Background: an optimization exercise with open tools, aiming at small area and a short achievable clock period. Do not read the settings as production practice. Only simulation tests tie the RTL to the original design; equivalence was not proved. Power is estimated from default activity; no workload was simulated.

==> flow/design.v (excerpt) <==
module ALU_design(OPA_1,OPB_1,CIN,CLK,RST,CMD,CE,MODE,INP_VALID,COUT,OFLOW,RES,G,E,L,ERR);
Settings: LEC_CHECK=0, CAP_MARGIN=25, CORE_MARGIN=2, CORE_UTILIZATION=40, CTS_BUF_LIST=sky130_fd_sc_hd__clkbuf_4 sky130_fd_sc_hd__clkbuf_8, SETUP_SLACK_MARGIN=5, SLEW_MARGIN=20, SYNTH_HIERARCHICAL=1; clock period 10.5 ns.
standard.sh (not shown) runs the stock make flow with config.mk's settings and CLKGATE_MAP_FILE= SYNTH_SCRIPT=/design/flow/synth_recipe.tcl, a recipe that flattens the netlist after the stock synthesis.
==> flow/flow/run.sh <==
#!/bin/bash
set -euo pipefail
export BUFFER_PORTS_ARGS="-buffer_cell sky130_fd_sc_hd__buf_1"
bash standard.sh > standard_sh.log 2>&1
The baseline finished with timing, DRC and antenna clean.
Edit:
Settings changed: CAP_MARGIN 25 to 20, CORE_UTILIZATION 40 to 55, PLACE_DENSITY set to 0.68.
Result: Utilization climbs by 16 points. Fmax is about the same. Total power climbs by 0.35%. Wire length drops by 2.6%. Final cell count drops by 6.3%. Via count climbs by 1.1%. Combinational power is about the same.
Edit:
==> flow/run.sh (new file) <==
#!/bin/bash
# synth_recipe.tcl (not shown) runs the flow's synth.tcl, then flattens the netlist and writes it again
# the make line also repeats each setting of config.mk as NAME=value (left out here)
make -C /OpenROAD-flow-scripts/flow DESIGN_CONFIG=/design/flow/config.mk WORK_HOME=/design/flow/orfs CLKGATE_MAP_FILE= SYNTH_SCRIPT=/design/flow/synth_recipe.tcl finish
Settings changed: CAP_MARGIN 20 to 25, CORE_UTILIZATION 55 to 40, PLACE_DENSITY 0.68 to not set.
removed: flow/flow/run.sh
removed: flow/standard.sh
The changed run produced a clean layout.
Via count went down by 0.69%.
Global-route usage falls by 11 points.
Total power shrinks by 0.53%.
Combinational power is about the same.
Edit:
==> flow/flow/run.sh (new file) <==
#!/bin/bash
set -euo pipefail
export BUFFER_PORTS_ARGS="-buffer_cell sky130_fd_sc_hd__buf_1"
export SETUP_SLACK_MARGIN=5.5
bash standard.sh > standard_sh.log 2>&1
==> flow/standard.sh (new file) <==
#!/bin/bash
# synth_recipe.tcl (not shown) runs the flow's synth.tcl, then flattens the netlist and writes it again
# the make line also repeats each setting of config.mk as NAME=value (left out here)
make -C /OpenROAD-flow-scripts/flow DESIGN_CONFIG=/design/flow/config.mk WORK_HOME=/design/flow/orfs CLKGATE_MAP_FILE= SYNTH_SCRIPT=/design/flow/synth_recipe.tcl "${@:-finish}"
Settings changed: CAP_MARGIN 25 to 20, CORE_UTILIZATION 40 to 55, PLACE_DENSITY set to 0.68, SETUP_SLACK_MARGIN 5 to not set.
removed: flow/run.sh
The new run produced a clean layout.
Setup slack improves by 0.098 ns.
Global-route usage grows by 13 points.
Wire length is higher by a few percent.
Power went up by a few percent.
Critical path depth is higher by 8.
Edit:
==> flow/flow/run.sh (replaced) <==
#!/bin/bash
set -euo pipefail
export BUFFER_PORTS_ARGS="-buffer_cell sky130_fd_sc_hd__buf_1"
bash standard.sh > standard_sh.log 2>&1
Settings changed: GPL_TIMING_DRIVEN set to 0, SETUP_SLACK_MARGIN set to 5.
What happened: The new run completed without violations. Wire length is higher by 9.4%. Setup slack gets worse by 0.30 ns. Die area is unchanged. Synthesized cell count is unchanged. Via count is higher by 2.5%. Clock skew is lower by 0.0088 ns. Final area hardly moves.


ALU_design, a different RTL version from the one above (not shown whole).
For scale: roughly 330 flip-flops, about 150 I/O pins, roughly 43000 sq um of cells after synthesis.
make LEC_CHECK=0 CAP_MARGIN=25 CORE_MARGIN=2 CORE_UTILIZATION=40 SETUP_SLACK_MARGIN=5 SLEW_MARGIN=20 SYNTH_HIERARCHICAL=1 finish   # period 10.5 ns
run.sh (not shown) runs the stock make flow with config.mk's settings and CLKGATE_MAP_FILE= SYNTH_SCRIPT=/design/flow/synth_recipe.tcl, a recipe that flattens the netlist after the stock synthesis.
Stock flow here: none of the scripts above is used.
The first run completed with no timing, DRC or antenna violations.
Next try:
==> flow/flow/run.sh (new file) <==
#!/bin/bash
set -euo pipefail
export SETUP_SLACK_MARGIN=6.0
bash standard.sh > standard_sh.log 2>&1
==> flow/standard.sh (new file) <==
#!/bin/bash
# synth_recipe.tcl (not shown) runs the flow's synth.tcl, then flattens the netlist and writes it again
# the make line also repeats each setting of config.mk as NAME=value (left out here)
make -C /OpenROAD-flow-scripts/flow DESIGN_CONFIG=/design/flow/config.mk WORK_HOME=/design/flow/orfs CLKGATE_MAP_FILE= SYNTH_SCRIPT=/design/flow/synth_recipe.tcl "${@:-finish}"
Settings changed: SETUP_SLACK_MARGIN 5 to default.
removed: flow/run.sh
The new run went through all stages and came out clean.
Power rose by 8.6%.
Maximum frequency rose by 5.9%.
Worst setup slack improves by 0.31 ns.
Global-route usage rose by 3.7 points.

[static timing again, ports no longer ideal]
In the flow no input, the clock included, has a driving cell. The finished layouts below were timed again as built, in two steps.
Step 1 sets driving cells, clkbuf_16 on the clock port and buf_2 on the other inputs (assumed; they add their load-dependent delay and slew).
Step 2 also shifts input and output timing later by t, the mid clock arrival at the registers, as if the neighbouring blocks saw the same clock.
Slacks: no drivers / after step 1 / after step 2; pairs: no drivers / after step 1.
| run | t (ns) | slack for setup (ns) | slew at the worst register clock pin (ns) | cell pins on the clock port's net |
|---|---|---|---|---|
| the first run of note 1 | 0.783 | 5.034 / 4.924 / 4.141 | 0.08 / 0.08 | 1 |
| the second run of note 1 | 0.738 | 5.048 / 4.953 / 4.215 | 0.07 / 0.07 | 1 |
| the third run of note 1 | 0.776 | 5.021 / 4.979 / 4.204 | 0.08 / 0.08 | 1 |
| the fourth run of note 1 | 0.752 | 5.119 / 5.093 / 4.341 | 0.07 / 0.07 | 1 |
| the fifth run of note 1 | 0.760 | 4.820 / 4.816 / 4.056 | 0.07 / 0.07 | 1 |
| the first run of note 2 | 0.703 | 5.027 / 4.981 / 4.278 | 0.07 / 0.07 | 1 |
| the second run of note 2 | 0.701 | 5.333 / 5.234 / 4.533 | 0.06 / 0.06 | 1 |
After both steps setup and hold are still met in every run listed. The setup slack of the first run of note 1, which loses most, moves by -0.110 ns with the drivers and by -0.893 ns with both steps.
